Background: an optimization exercise with open tools, aiming at a short achievable clock period and few clock cycles. Do not read the settings as production practice.
In this exercise RTL edits were held to simulation tests only and were not proved equivalent to the original.

==> ember <==
==> flow/design.v <==
module riscv_core (
    input clk,
    input reset,
    output [31:0] imem_addr,
    input  [31:0] imem_rdata,
    output [31:0] dmem_addr,
    output [31:0] dmem_wdata,
    output [1:0]  dmem_size,
    output        dmem_we,
    input  [31:0] dmem_rdata
);
    reg  [31:0] pc_f;
    reg        x_valid;
    reg [31:0] x_pc, x_pc4, x_imm;
    reg [31:0] x_c1 [0:3];
    reg [31:0] x_c2 [0:3];
    reg [5:0]  x_s1, x_s2, x_sb;     
    reg [4:0]  x_rd;
    reg [31:1] x_rd_oh;
    reg [2:0]  x_f3;
    reg x_lui, x_auipc, x_jal, x_jalr, x_branch, x_load, x_store, x_bsel, x_predt;
    reg x_add, x_sub, x_sll, x_slt, x_sltu, x_xor, x_srl, x_sra, x_or, x_and;
    reg x_rdwe;
    reg [31:0] last_res, last_ld;
    reg        m_we, m_ldwe;
    reg [31:0] m_addr, m_wdata;
    reg [1:0]  m_size;
    reg [4:0]  m_rd;
    reg [31:1] m_rd_oh;
    reg [2:0]  m_f3;
    reg [31:0] rf [1:31];
    reg [31:1] wr;
    assign imem_addr  = pc_f;
    assign dmem_addr  = m_addr;
    assign dmem_wdata = m_wdata;
    assign dmem_size  = m_size;
    assign dmem_we    = m_we;
    wire [31:0] in = imem_rdata;
    wire [4:0]  op = in[6:2];
    wire d_lui    = (op == 5'b01101);
    wire d_auipc  = (op == 5'b00101);
    wire d_jal    = (op == 5'b11011);
    wire d_jalr   = (op == 5'b11001);
    wire d_branch = (op == 5'b11000);
    wire d_load   = (op == 5'b00000);
    wire d_store  = (op == 5'b01000);
    wire d_opimm  = (op == 5'b00100);
    wire d_op     = (op == 5'b01100);
    wire [2:0] f3 = in[14:12];
    wire d_alu    = d_opimm | d_op;
    wire d_sub    = d_op & (f3 == 3'b000) & in[30];
    wire d_add    = (d_alu & (f3 == 3'b000) & ~d_sub) | d_load | d_store;
    wire d_sll    = d_alu & (f3 == 3'b001);
    wire d_slt    = d_alu & (f3 == 3'b010);
    wire d_sltu   = d_alu & (f3 == 3'b011);
    wire d_xor    = d_alu & (f3 == 3'b100);
    wire d_srl    = d_alu & (f3 == 3'b101) & ~in[30];
    wire d_sra    = d_alu & (f3 == 3'b101) & in[30];
    wire d_or     = d_alu & (f3 == 3'b110);
    wire d_and    = d_alu & (f3 == 3'b111);
    wire d_rdwe   = (d_lui | d_auipc | d_jal | d_jalr | d_load | d_opimm | d_op) & (in[11:7] != 5'd0);
    wire d_use1   = d_jalr | d_branch | d_load | d_store | d_opimm | d_op;
    wire d_use2   = d_branch | d_store | d_op;
    wire d_bsel   = ~(d_op | d_branch);
    wire d_predt  = d_branch & in[31];
    reg [31:0] d_imm;
    always @(*) begin
        if (d_lui | d_auipc)   d_imm = {in[31:12], 12'b0};
        else if (d_jal)        d_imm = {{12{in[31]}}, in[19:12], in[20], in[30:21], 1'b0};
        else if (d_branch)     d_imm = {{20{in[31]}}, in[7], in[30:25], in[11:8], 1'b0};
        else if (d_store)      d_imm = {{21{in[31]}}, in[30:25], in[11:7]};
        else                   d_imm = {{21{in[31]}}, in[30:20]};
    end
    wire [4:0] rs1 = in[19:15];
    wire [4:0] rs2 = in[24:20];
    wire [7:0] lo1 = 8'd1 << rs1[2:0];
    wire [7:0] lo2 = 8'd1 << rs2[2:0];
    wire [31:0] rfm [0:31];
    assign rfm[0] = 32'd0;
    genvar gi;
    generate
        for (gi = 1; gi < 32; gi = gi + 1) begin : rfmask
            assign rfm[gi] = {32{wr[gi]}} & rf[gi];
        end
    endgenerate
    reg [31:0] c1 [0:3];
    reg [31:0] c2 [0:3];
    integer g, j;
    always @(*) begin
        for (g = 0; g < 4; g = g + 1) begin
            c1[g] = 32'd0;
            c2[g] = 32'd0;
            for (j = 0; j < 8; j = j + 1) begin
                c1[g] = c1[g] | ({32{lo1[j]}} & rfm[8*g+j]);
                c2[g] = c2[g] | ({32{lo2[j]}} & rfm[8*g+j]);
            end
        end
    end
    wire x_wres = x_valid & x_rdwe & ~x_load;
    wire f1_res = x_wres & (rs1 == x_rd);
    wire f2_res = x_wres & (rs2 == x_rd);
    wire f1_ld  = m_ldwe & (rs1 == m_rd);
    wire f2_ld  = m_ldwe & (rs2 == m_rd);
    wire [3:0] hi1 = 4'd1 << rs1[4:3];
    wire [3:0] hi2 = 4'd1 << rs2[4:3];
    wire [5:0] s1 = ~d_use1 ? 6'd0 : f1_res ? 6'b100000 : f1_ld ? 6'b010000 : {2'b00, hi1};
    wire [5:0] s2 = ~d_use2 ? 6'd0 : f2_res ? 6'b100000 : f2_ld ? 6'b010000 : {2'b00, hi2};
    wire x_lw = x_valid & x_load & x_rdwe;
    wire stall = x_lw & ((d_use1 & (rs1 == x_rd)) | (d_use2 & (rs2 == x_rd)));
    wire [31:0] pc_f4 = pc_f + 32'd4;
    wire [20:0] j_lo;
    wire        j_c;
    ks_add #(21, 5) add_j (.a(pc_f[20:0]), .b({in[31], in[19:12], in[20], in[30:21], 1'b0}), .ci(1'b0),
                        .s(j_lo), .co(j_c));
    wire [10:0] j_hi0 = pc_f[31:21];
    wire [10:0] j_hip = pc_f[31:21] + 11'd1;
    wire [10:0] j_him = pc_f[31:21] - 11'd1;
    wire [10:0] j_hi  = in[31] ? (j_c ? j_hi0 : j_him) : (j_c ? j_hip : j_hi0);
    wire [31:0] pc_j  = {j_hi, j_lo};
    wire [12:0] b_lo;
    wire        b_c;
    ks_add #(13, 4) add_b (.a(pc_f[12:0]), .b({in[31], in[7], in[30:25], in[11:8], 1'b0}), .ci(1'b0),
                        .s(b_lo), .co(b_c));
    wire [18:0] b_hi0 = pc_f[31:13];
    wire [18:0] b_hip = pc_f[31:13] + 19'd1;
    wire [18:0] b_him = pc_f[31:13] - 19'd1;
    wire [18:0] b_hi  = in[31] ? (b_c ? b_hi0 : b_him) : (b_c ? b_hip : b_hi0);
    wire [31:0] pc_b  = {b_hi, b_lo};
    wire [31:0] pc_pred = d_jal ? pc_j : d_predt ? pc_b : pc_f4;
    wire [31:0] rs1v = ({32{x_s1[5]}} & last_res) | ({32{x_s1[4]}} & last_ld)
                     | ({32{x_s1[3]}} & x_c1[3]) | ({32{x_s1[2]}} & x_c1[2])
                     | ({32{x_s1[1]}} & x_c1[1]) | ({32{x_s1[0]}} & x_c1[0]);
    wire [31:0] rs2v = ({32{x_s2[5]}} & last_res) | ({32{x_s2[4]}} & last_ld)
                     | ({32{x_s2[3]}} & x_c2[3]) | ({32{x_s2[2]}} & x_c2[2])
                     | ({32{x_s2[1]}} & x_c2[1]) | ({32{x_s2[0]}} & x_c2[0]);
    wire [31:0] opb  = ({32{x_sb[5]}} & last_res) | ({32{x_sb[4]}} & last_ld)
                     | ({32{x_sb[3]}} & x_c2[3]) | ({32{x_sb[2]}} & x_c2[2])
                     | ({32{x_sb[1]}} & x_c2[1]) | ({32{x_sb[0]}} & x_c2[0])
                     | ({32{x_bsel}} & x_imm);
    wire [31:0] sum, dif;
    wire        sum_c, dif_c;
    ks_add #(32, 6) add_s (.a(rs1v), .b(opb),  .ci(1'b0), .s(sum), .co(sum_c));
    ks_add #(32, 6) add_d (.a(rs1v), .b(~opb), .ci(1'b1), .s(dif), .co(dif_c));
    wire ltu = ~dif_c;
    wire lt  = (rs1v[31] ^ opb[31]) ? rs1v[31] : ltu;
    wire eq  = (rs1v == opb);
    wire [31:0] sl  = rs1v << opb[4:0];
    wire [31:0] sr  = $signed({x_sra & rs1v[31], rs1v}) >>> opb[4:0];
    wire [31:0] pc_imm = x_pc + x_imm;
    wire [31:0] res =
          ({32{x_add}}  & sum)
        | ({32{x_sub}}  & dif)
        | ({32{x_sll}}  & sl)
        | ({32{x_slt}}  & {31'b0, lt})
        | ({32{x_sltu}} & {31'b0, ltu})
        | ({32{x_xor}}  & (rs1v ^ opb))
        | ({32{x_srl | x_sra}} & sr)
        | ({32{x_or}}   & (rs1v | opb))
        | ({32{x_and}}  & (rs1v & opb))
        | ({32{x_lui}}  & x_imm)
        | ({32{x_auipc}} & pc_imm)
        | ({32{x_jal | x_jalr}} & x_pc4);
    reg  cond;
    always @(*) begin
        case (x_f3)
            3'b000: cond = eq;
            3'b001: cond = ~eq;
            3'b100: cond = lt;
            3'b101: cond = ~lt;
            3'b110: cond = ltu;
            default: cond = ~ltu;
        endcase
    end
    wire redirect = x_valid & (x_jalr | (x_branch & (cond ^ x_predt)));
    wire [31:0] target = x_jalr ? {sum[31:1], 1'b0} : x_predt ? x_pc4 : pc_imm;
    reg [31:0] ld;
    always @(*) begin
        case (m_f3)
            3'b000: ld = {{24{dmem_rdata[7]}}, dmem_rdata[7:0]};
            3'b001: ld = {{16{dmem_rdata[15]}}, dmem_rdata[15:0]};
            3'b100: ld = {24'b0, dmem_rdata[7:0]};
            3'b101: ld = {16'b0, dmem_rdata[15:0]};
            default: ld = dmem_rdata;
        endcase
    end
    always @(posedge clk or posedge reset) begin
        if (reset) begin
            pc_f    <= 32'd0;
            x_valid <= 1'b0;
            m_we    <= 1'b0;
            m_ldwe  <= 1'b0;
        end else begin
            if (redirect)    pc_f <= target;
            else if (~stall) pc_f <= pc_pred;
            x_valid <= ~redirect & ~stall;
            m_we   <= x_valid & x_store;
            m_ldwe <= x_lw;
        end
    end
    integer q;
    always @(posedge clk) begin
        x_pc     <= pc_f;
        x_pc4    <= pc_f4;
        x_imm    <= d_imm;
        for (q = 0; q < 4; q = q + 1) begin
            x_c1[q] <= c1[q];
            x_c2[q] <= c2[q];
        end
        x_s1     <= s1;
        x_s2     <= s2;
        x_sb     <= d_bsel ? 6'd0 : s2;
        x_rd     <= in[11:7];
        x_rd_oh  <= (32'd1 << in[11:7]) >> 1;
        x_f3     <= f3;
        x_lui  <= d_lui;  x_auipc <= d_auipc; x_jal <= d_jal; x_jalr <= d_jalr;
        x_branch <= d_branch; x_load <= d_load; x_store <= d_store;
        x_bsel <= d_bsel;
        x_predt <= d_predt;
        x_add <= d_add; x_sub <= d_sub; x_sll <= d_sll; x_slt <= d_slt; x_sltu <= d_sltu;
        x_xor <= d_xor; x_srl <= d_srl; x_sra <= d_sra; x_or <= d_or; x_and <= d_and;
        x_rdwe <= d_rdwe;
        last_res <= res;
        last_ld  <= ld;
        m_addr  <= sum;
        m_wdata <= rs2v;
        m_size  <= x_f3[1:0];
        m_rd    <= x_rd;
        m_rd_oh <= x_rd_oh;
        m_f3    <= x_f3;
    end
    wire [31:1] we_x = {31{x_wres}} & x_rd_oh;
    wire [31:1] we_m = {31{m_ldwe}} & m_rd_oh;
    integer i;
    always @(posedge clk) begin
        for (i = 1; i < 32; i = i + 1) begin
            if (we_x[i]) rf[i] <= res;
            else if (we_m[i]) rf[i] <= ld;
        end
    end
    always @(posedge clk or posedge reset) begin
        if (reset) wr <= 31'd0;
        else       wr <= wr | we_x | we_m;
    end
endmodule
module ks_add #(parameter W = 32, parameter L = 6) (
    input  [W-1:0] a,
    input  [W-1:0] b,
    input          ci,
    output [W-1:0] s,
    output         co
);
    wire [W:0] g0 = {a & b, ci};
    wire [W:0] p0 = {a ^ b, 1'b0};
    wire [W:0] g [0:L];
    wire [W:0] p [0:L];
    assign g[0] = g0;
    assign p[0] = p0;
    genvar l, j;
    generate
        for (l = 0; l < L; l = l + 1) begin : lvl
            for (j = 0; j <= W; j = j + 1) begin : bit_
                if (j >= (1 << l)) begin : comb
                    assign g[l+1][j] = g[l][j] | (p[l][j] & g[l][j - (1 << l)]);
                    assign p[l+1][j] = p[l][j] & p[l][j - (1 << l)];
                end else begin : pass
                    assign g[l+1][j] = g[l][j];
                    assign p[l+1][j] = p[l][j];
                end
            end
        end
    endgenerate
    assign s  = p0[W:1] ^ g[L][W-1:0];
    assign co = g[L][W];
endmodule
==> flow/flow/run.sh <==
#!/bin/bash
set -euo pipefail
bash standard.sh SETUP_SLACK_MARGIN=13 "BUFFER_PORTS_ARGS=-buffer_cell sky130_fd_sc_hd__buf_4" finish > flow_make.log 2>&1
==> flow/standard.sh <==
#!/bin/bash
# synth_recipe.tcl (not shown) runs the flow's synth.tcl, then flattens the netlist and writes it again
# the make line also repeats each setting of config.mk as NAME=value (left out here)
make -C /OpenROAD-flow-scripts/flow DESIGN_CONFIG=/design/flow/config.mk WORK_HOME=/design/flow/orfs CLKGATE_MAP_FILE= SYNTH_SCRIPT=/design/flow/synth_recipe.tcl "${@:-finish}"
==> flow/config.mk <==
export PLATFORM = sky130hd
export DESIGN_NAME = riscv_core
export DESIGN_NICKNAME = riscv_core
export VERILOG_FILES = /design/flow/design.v
export SDC_FILE = /design/flow/constraint.sdc
export NUM_CORES = 4
export LEC_CHECK = 0
export ABC_CLOCK_PERIOD_IN_PS = 2000
export CAP_MARGIN = 20
export CORE_MARGIN = 2
export CORE_UTILIZATION = 30
export PLACE_DENSITY = 0.5
export SLEW_MARGIN = 20
==> flow/constraint.sdc <==
create_clock -name core_clock -period 18.0 [get_ports {clk}]
set_input_delay 3.6000 -clock core_clock [delete_from_list [all_inputs] [get_ports {clk}]]
set_output_delay 3.6000 -clock core_clock [all_outputs]
set_load 0.01 [all_outputs]
==> garnet: changes against ember <==
--- a/flow/design.v
+++ b/flow/design.v
@@ -11,4 +11,5 @@
 );
     reg  [31:0] pc_f;
+    reg  [31:0] pc_out;      
     reg        x_valid;
     reg [31:0] x_pc, x_pc4, x_imm;
@@ -19,9 +20,9 @@
     reg [31:1] x_rd_oh;
     reg [2:0]  x_f3;
-    reg x_lui, x_auipc, x_jal, x_jalr, x_branch, x_load, x_store, x_bsel, x_predt;
+    reg x_lui, x_auipc, x_jal, x_jalr, x_branch, x_load, x_store, x_bsel, x_hz, x_pj, x_pb;
     reg x_add, x_sub, x_sll, x_slt, x_sltu, x_xor, x_srl, x_sra, x_or, x_and;
     reg x_rdwe;
-    reg [31:0] last_res, last_ld;
-    reg        m_we, m_ldwe;
+    reg [31:0] last_res, last_wb;
+    reg        m_we, m_ldwe, m_wres;
     reg [31:0] m_addr, m_wdata;
     reg [1:0]  m_size;
@@ -31,5 +32,5 @@
     reg [31:0] rf [1:31];
     reg [31:1] wr;
-    assign imem_addr  = pc_f;
+    assign imem_addr  = pc_out;
     assign dmem_addr  = m_addr;
     assign dmem_wdata = m_wdata;
@@ -63,5 +64,4 @@
     wire d_use2   = d_branch | d_store | d_op;
     wire d_bsel   = ~(d_op | d_branch);
-    wire d_predt  = d_branch & in[31];
     reg [31:0] d_imm;
     always @(*) begin
@@ -97,9 +97,10 @@
         end
     end
-    wire x_wres = x_valid & x_rdwe & ~x_load;
+    wire x_wres = x_valid & ~x_hz & x_rdwe & ~x_load;
+    wire m_wb   = m_wres | m_ldwe;
     wire f1_res = x_wres & (rs1 == x_rd);
     wire f2_res = x_wres & (rs2 == x_rd);
-    wire f1_ld  = m_ldwe & (rs1 == m_rd);
-    wire f2_ld  = m_ldwe & (rs2 == m_rd);
+    wire f1_ld  = m_wb & (rs1 == m_rd);
+    wire f2_ld  = m_wb & (rs2 == m_rd);
     wire [3:0] hi1 = 4'd1 << rs1[4:3];
     wire [3:0] hi2 = 4'd1 << rs2[4:3];
@@ -107,32 +108,27 @@
     wire [5:0] s2 = ~d_use2 ? 6'd0 : f2_res ? 6'b100000 : f2_ld ? 6'b010000 : {2'b00, hi2};
     wire x_lw = x_valid & x_load & x_rdwe;
-    wire stall = x_lw & ((d_use1 & (rs1 == x_rd)) | (d_use2 & (rs2 == x_rd)));
+    wire d_hz = x_lw & ((d_use1 & (rs1 == x_rd)) | (d_use2 & (rs2 == x_rd)));
     wire [31:0] pc_f4 = pc_f + 32'd4;
-    wire [20:0] j_lo;
-    wire        j_c;
-    ks_add #(21, 5) add_j (.a(pc_f[20:0]), .b({in[31], in[19:12], in[20], in[30:21], 1'b0}), .ci(1'b0),
-                        .s(j_lo), .co(j_c));
-    wire [10:0] j_hi0 = pc_f[31:21];
-    wire [10:0] j_hip = pc_f[31:21] + 11'd1;
-    wire [10:0] j_him = pc_f[31:21] - 11'd1;
-    wire [10:0] j_hi  = in[31] ? (j_c ? j_hi0 : j_him) : (j_c ? j_hip : j_hi0);
-    wire [31:0] pc_j  = {j_hi, j_lo};
-    wire [12:0] b_lo;
-    wire        b_c;
-    ks_add #(13, 4) add_b (.a(pc_f[12:0]), .b({in[31], in[7], in[30:25], in[11:8], 1'b0}), .ci(1'b0),
-                        .s(b_lo), .co(b_c));
-    wire [18:0] b_hi0 = pc_f[31:13];
-    wire [18:0] b_hip = pc_f[31:13] + 19'd1;
-    wire [18:0] b_him = pc_f[31:13] - 19'd1;
-    wire [18:0] b_hi  = in[31] ? (b_c ? b_hi0 : b_him) : (b_c ? b_hip : b_hi0);
-    wire [31:0] pc_b  = {b_hi, b_lo};
-    wire [31:0] pc_pred = d_jal ? pc_j : d_predt ? pc_b : pc_f4;
-    wire [31:0] rs1v = ({32{x_s1[5]}} & last_res) | ({32{x_s1[4]}} & last_ld)
+    wire [9:0] jimm_lo = {in[29:21], 1'b0};
+    wire [9:0] bimm_lo = {in[29:25], in[11:8], 1'b0};
+    wire d_pj = d_jal & (in[31] ? (&{in[19:12], in[20], in[30:29]}) : ~(|{in[19:12], in[20], in[30:29]}))
+                      & ~in[21];
+    wire d_pb = d_branch & in[31] & in[7] & in[30] & in[29] & ~in[8];
+    wire [8:0] j_lo = {1'b0, pc_f[9:2]} + {1'b0, jimm_lo[9:2]};
+    wire [8:0] b_lo = {1'b0, pc_f[9:2]} + {1'b0, bimm_lo[9:2]};
+    wire [21:0] hi0 = pc_f[31:10];
+    wire [21:0] hip, him;
+    inc_dec #(22) pc_hi_pm (.a(pc_f[31:10]), .inc(hip), .dec(him));
+    wire [21:0] j_hi = in[31] ? (j_lo[8] ? hi0 : him) : (j_lo[8] ? hip : hi0);
+    wire [21:0] b_hi = b_lo[8] ? hi0 : him;
+    wire [31:0] pc_j = {j_hi, j_lo[7:0], pc_f[1:0]};
+    wire [31:0] pc_b = {b_hi, b_lo[7:0], pc_f[1:0]};
+    wire [31:0] rs1v = ({32{x_s1[5]}} & last_res) | ({32{x_s1[4]}} & last_wb)
                      | ({32{x_s1[3]}} & x_c1[3]) | ({32{x_s1[2]}} & x_c1[2])
                      | ({32{x_s1[1]}} & x_c1[1]) | ({32{x_s1[0]}} & x_c1[0]);
-    wire [31:0] rs2v = ({32{x_s2[5]}} & last_res) | ({32{x_s2[4]}} & last_ld)
+    wire [31:0] rs2v = ({32{x_s2[5]}} & last_res) | ({32{x_s2[4]}} & last_wb)
                      | ({32{x_s2[3]}} & x_c2[3]) | ({32{x_s2[2]}} & x_c2[2])
                      | ({32{x_s2[1]}} & x_c2[1]) | ({32{x_s2[0]}} & x_c2[0]);
-    wire [31:0] opb  = ({32{x_sb[5]}} & last_res) | ({32{x_sb[4]}} & last_ld)
+    wire [31:0] opb  = ({32{x_sb[5]}} & last_res) | ({32{x_sb[4]}} & last_wb)
                      | ({32{x_sb[3]}} & x_c2[3]) | ({32{x_sb[2]}} & x_c2[2])
                      | ({32{x_sb[1]}} & x_c2[1]) | ({32{x_sb[0]}} & x_c2[0])
@@ -172,6 +168,16 @@
         endcase
     end
-    wire redirect = x_valid & (x_jalr | (x_branch & (cond ^ x_predt)));
-    wire [31:0] target = x_jalr ? {sum[31:1], 1'b0} : x_predt ? x_pc4 : pc_imm;
+    wire x_go = x_valid & ~x_hz;
+    wire redirect = x_valid & (x_hz | (x_jal & ~x_pj) | x_jalr | (x_branch & (cond ^ x_pb)));
+    wire [31:0] target = x_hz ? x_pc : x_jalr ? {sum[31:1], 1'b0} : x_pb ? x_pc4 : pc_imm;
+    wire sel_t = redirect;
+    wire sel_j = ~redirect & d_pj;
+    wire sel_b = ~redirect & d_pb;
+    wire sel_4 = ~redirect & ~d_pj & ~d_pb;
+    wire [31:0] pc_next = ({32{sel_t}} & target) | ({32{sel_j}} & pc_j)
+                        | ({32{sel_b}} & pc_b) | ({32{sel_4}} & pc_f4);
+    wire [3:0] so = {sel_t, sel_j, sel_b, sel_4} & {4{~reset}};
+    wire [31:0] pc_next_o = ({32{so[3]}} & target) | ({32{so[2]}} & pc_j)
+                          | ({32{so[1]}} & pc_b) | ({32{so[0]}} & pc_f4);
     reg [31:0] ld;
     always @(*) begin
@@ -190,11 +196,15 @@
             m_we    <= 1'b0;
             m_ldwe  <= 1'b0;
+            m_wres  <= 1'b0;
         end else begin
-            if (redirect)    pc_f <= target;
-            else if (~stall) pc_f <= pc_pred;
-            x_valid <= ~redirect & ~stall;
-            m_we   <= x_valid & x_store;
-            m_ldwe <= x_lw;
-        end
+            pc_f    <= pc_next;
+            x_valid <= ~redirect;
+            m_we    <= x_go & x_store;
+            m_ldwe  <= x_go & x_load & x_rdwe;
+            m_wres  <= x_wres;
+        end
+    end
+    always @(posedge clk) begin
+        pc_out <= pc_next_o;
     end
     integer q;
@@ -216,29 +226,29 @@
         x_branch <= d_branch; x_load <= d_load; x_store <= d_store;
         x_bsel <= d_bsel;
-        x_predt <= d_predt;
+        x_hz   <= d_hz;
+        x_pj   <= d_pj;
+        x_pb   <= d_pb;
         x_add <= d_add; x_sub <= d_sub; x_sll <= d_sll; x_slt <= d_slt; x_sltu <= d_sltu;
         x_xor <= d_xor; x_srl <= d_srl; x_sra <= d_sra; x_or <= d_or; x_and <= d_and;
         x_rdwe <= d_rdwe;
         last_res <= res;
-        last_ld  <= ld;
+        last_wb  <= wbv;
         m_addr  <= sum;
         m_wdata <= rs2v;
-        m_size  <= x_f3[1:0];
+        m_size  <= x_store ? x_f3[1:0] : 2'b10;
         m_rd    <= x_rd;
         m_rd_oh <= x_rd_oh;
         m_f3    <= x_f3;
     end
-    wire [31:1] we_x = {31{x_wres}} & x_rd_oh;
-    wire [31:1] we_m = {31{m_ldwe}} & m_rd_oh;
+    wire [31:0] wbv = m_ldwe ? ld : last_res;
+    wire [31:1] we  = {31{m_wb}} & m_rd_oh;
     integer i;
     always @(posedge clk) begin
-        for (i = 1; i < 32; i = i + 1) begin
-            if (we_x[i]) rf[i] <= res;
-            else if (we_m[i]) rf[i] <= ld;
-        end
+        for (i = 1; i < 32; i = i + 1)
+            if (we[i]) rf[i] <= wbv;
     end
     always @(posedge clk or posedge reset) begin
         if (reset) wr <= 31'd0;
-        else       wr <= wr | we_x | we_m;
+        else       wr <= wr | we;
     end
 endmodule
@@ -273,2 +283,10 @@
     assign co = g[L][W];
 endmodule
+module inc_dec #(parameter W = 22) (
+    input  [W-1:0] a,
+    output [W-1:0] inc,
+    output [W-1:0] dec
+);
+    assign inc = a + 1'b1;
+    assign dec = a - 1'b1;
+endmodule
- SYNTH_HIERARCHICAL: not set -> 1
==> harbor: changes against ember <==
--- a/flow/design.v
+++ b/flow/design.v
@@ -11,4 +11,5 @@
 );
     reg  [31:0] pc_f;
+    reg  [31:0] pc_out;      
     reg        x_valid;
     reg [31:0] x_pc, x_pc4, x_imm;
@@ -19,5 +20,5 @@
     reg [31:1] x_rd_oh;
     reg [2:0]  x_f3;
-    reg x_lui, x_auipc, x_jal, x_jalr, x_branch, x_load, x_store, x_bsel, x_predt;
+    reg x_lui, x_auipc, x_jal, x_jalr, x_branch, x_load, x_store, x_bsel, x_hz;
     reg x_add, x_sub, x_sll, x_slt, x_sltu, x_xor, x_srl, x_sra, x_or, x_and;
     reg x_rdwe;
@@ -31,5 +32,5 @@
     reg [31:0] rf [1:31];
     reg [31:1] wr;
-    assign imem_addr  = pc_f;
+    assign imem_addr  = pc_out;
     assign dmem_addr  = m_addr;
     assign dmem_wdata = m_wdata;
@@ -63,5 +64,4 @@
     wire d_use2   = d_branch | d_store | d_op;
     wire d_bsel   = ~(d_op | d_branch);
-    wire d_predt  = d_branch & in[31];
     reg [31:0] d_imm;
     always @(*) begin
@@ -97,5 +97,5 @@
         end
     end
-    wire x_wres = x_valid & x_rdwe & ~x_load;
+    wire x_wres = x_valid & ~x_hz & x_rdwe & ~x_load;
     wire f1_res = x_wres & (rs1 == x_rd);
     wire f2_res = x_wres & (rs2 == x_rd);
@@ -107,25 +107,6 @@
     wire [5:0] s2 = ~d_use2 ? 6'd0 : f2_res ? 6'b100000 : f2_ld ? 6'b010000 : {2'b00, hi2};
     wire x_lw = x_valid & x_load & x_rdwe;
-    wire stall = x_lw & ((d_use1 & (rs1 == x_rd)) | (d_use2 & (rs2 == x_rd)));
+    wire d_hz = x_lw & ((d_use1 & (rs1 == x_rd)) | (d_use2 & (rs2 == x_rd)));
     wire [31:0] pc_f4 = pc_f + 32'd4;
-    wire [20:0] j_lo;
-    wire        j_c;
-    ks_add #(21, 5) add_j (.a(pc_f[20:0]), .b({in[31], in[19:12], in[20], in[30:21], 1'b0}), .ci(1'b0),
-                        .s(j_lo), .co(j_c));
-    wire [10:0] j_hi0 = pc_f[31:21];
-    wire [10:0] j_hip = pc_f[31:21] + 11'd1;
-    wire [10:0] j_him = pc_f[31:21] - 11'd1;
-    wire [10:0] j_hi  = in[31] ? (j_c ? j_hi0 : j_him) : (j_c ? j_hip : j_hi0);
-    wire [31:0] pc_j  = {j_hi, j_lo};
-    wire [12:0] b_lo;
-    wire        b_c;
-    ks_add #(13, 4) add_b (.a(pc_f[12:0]), .b({in[31], in[7], in[30:25], in[11:8], 1'b0}), .ci(1'b0),
-                        .s(b_lo), .co(b_c));
-    wire [18:0] b_hi0 = pc_f[31:13];
-    wire [18:0] b_hip = pc_f[31:13] + 19'd1;
-    wire [18:0] b_him = pc_f[31:13] - 19'd1;
-    wire [18:0] b_hi  = in[31] ? (b_c ? b_hi0 : b_him) : (b_c ? b_hip : b_hi0);
-    wire [31:0] pc_b  = {b_hi, b_lo};
-    wire [31:0] pc_pred = d_jal ? pc_j : d_predt ? pc_b : pc_f4;
     wire [31:0] rs1v = ({32{x_s1[5]}} & last_res) | ({32{x_s1[4]}} & last_ld)
                      | ({32{x_s1[3]}} & x_c1[3]) | ({32{x_s1[2]}} & x_c1[2])
@@ -172,6 +153,8 @@
         endcase
     end
-    wire redirect = x_valid & (x_jalr | (x_branch & (cond ^ x_predt)));
-    wire [31:0] target = x_jalr ? {sum[31:1], 1'b0} : x_predt ? x_pc4 : pc_imm;
+    wire x_go = x_valid & ~x_hz;
+    wire redirect = x_valid & (x_hz | x_jal | x_jalr | (x_branch & cond));
+    wire [31:0] target = x_hz ? x_pc : x_jalr ? {sum[31:1], 1'b0} : pc_imm;
+    wire [31:0] pc_next = redirect ? target : pc_f4;
     reg [31:0] ld;
     always @(*) begin
@@ -191,10 +174,13 @@
             m_ldwe  <= 1'b0;
         end else begin
-            if (redirect)    pc_f <= target;
-            else if (~stall) pc_f <= pc_pred;
-            x_valid <= ~redirect & ~stall;
-            m_we   <= x_valid & x_store;
-            m_ldwe <= x_lw;
-        end
+            pc_f    <= pc_next;
+            x_valid <= ~redirect;
+            m_we    <= x_go & x_store;
+            m_ldwe  <= x_go & x_load & x_rdwe;
+        end
+    end
+    always @(posedge clk) begin
+        if (reset) pc_out <= 32'd0;
+        else       pc_out <= pc_next;
     end
     integer q;
@@ -216,5 +202,5 @@
         x_branch <= d_branch; x_load <= d_load; x_store <= d_store;
         x_bsel <= d_bsel;
-        x_predt <= d_predt;
+        x_hz   <= d_hz;
         x_add <= d_add; x_sub <= d_sub; x_sll <= d_sll; x_slt <= d_slt; x_sltu <= d_sltu;
         x_xor <= d_xor; x_srl <= d_srl; x_sra <= d_sra; x_or <= d_or; x_and <= d_and;
@@ -224,5 +210,5 @@
         m_addr  <= sum;
         m_wdata <= rs2v;
-        m_size  <= x_f3[1:0];
+        m_size  <= x_store ? x_f3[1:0] : 2'b10;
         m_rd    <= x_rd;
         m_rd_oh <= x_rd_oh;
==> impl_table.tex <==
\begin{tabular}{lr}
\hline
Metric & Value \\
\hline
\multicolumn{2}{l}{\textbf{Yosys}} \\
\quad Dominant combinational cell family by area after synthesis & compound AO/OA/AOI/OAI gates \\
\multicolumn{2}{l}{\textbf{STA}} \\
\quad Setup skew after layout & 0.0622 ns \\
\multicolumn{2}{l}{\textbf{CTS}} \\
\quad Number of instances resized during post-cts repair & 508 \\
\multicolumn{2}{l}{\textbf{Status}} \\
\quad Run status & timing/DRC/antenna clean \\
\multicolumn{2}{l}{\textbf{Final layout}} \\
\quad Syn-to-layout area delta & 20.3\% \\
\quad Antenna fix cells & 36 \\
\multicolumn{2}{l}{\textbf{Routing}} \\
\quad Post-detailed-route wirelength per cell & 38.0 um \\
\hline
\end{tabular}
(the above is from ember)
==> impl_table.tex <==
\begin{tabular}{lr}
\hline
Metric & Value \\
\hline
\multicolumn{2}{l}{\textbf{STA}} \\
\quad Setup skew after layout & 0.0818 ns \\
\multicolumn{2}{l}{\textbf{Final layout}} \\
\quad Syn-to-layout area delta & 21.0\% \\
\quad Antenna fix cells & 45 \\
\multicolumn{2}{l}{\textbf{Status}} \\
\quad Run status & timing/DRC/antenna clean \\
\hline
\end{tabular}
(the above is from garnet)
==> impl_table.tex <==
\begin{tabular}{lr}
\hline
Metric & Value \\
\hline
\multicolumn{2}{l}{\textbf{Final layout}} \\
\quad Antenna fix cells & 49 \\
\quad Syn-to-layout area delta & 18.7\% \\
\multicolumn{2}{l}{\textbf{Status}} \\
\quad Run status & timing/DRC/antenna clean \\
\multicolumn{2}{l}{\textbf{STA}} \\
\quad Setup skew after layout & 0.0871 ns \\
\multicolumn{2}{l}{\textbf{Yosys}} \\
\quad Dominant combinational cell family by area after synthesis & compound AO/OA/AOI/OAI gates \\
\multicolumn{2}{l}{\textbf{CTS}} \\
\quad Number of instances resized during post-cts repair & 404 \\
\hline
\end{tabular}
(the above is from harbor)
Testbench counts of ember, summed over its fixed seeds: cycles 36,415.
Testbench counts of garnet, summed over its fixed seeds: cycles 36,521.
Testbench counts of harbor, summed over its fixed seeds: cycles 37,241.

==> re-timing with driven ports <==
The results above use ideal ports. As a check the final layouts listed here were re-extracted and re-timed, cells and wires unchanged.
Step 1 assumes that a clkbuf_16 drives the clock port and a buf_2 every other input.
Step 2, shift: input delay + t, output delay - t, t = (earliest + latest rising clock arrival at the registers) / 2. This alone moves slack from input paths to output paths.
Slacks: ideal / step 1 / step 2; pairs: ideal / step 1.
| run | shift t [ns] | setup WS [ns] | worst register clock-pin slew, ns |
|---|---|---|---|
| ember | 1.001 | 12.518 / 12.382 / 11.381 | 0.08 / 0.08 |
| garnet | 0.962 | 12.518 / 12.518 / 11.667 | 0.07 / 0.07 |
| harbor | 0.994 | 12.734 / 12.734 / 11.897 | 0.07 / 0.07 |
After both steps every run listed still meets setup and hold. The setup slack of ember, which loses most, moves by -0.136 ns with the drivers and by -1.137 ns with both steps.
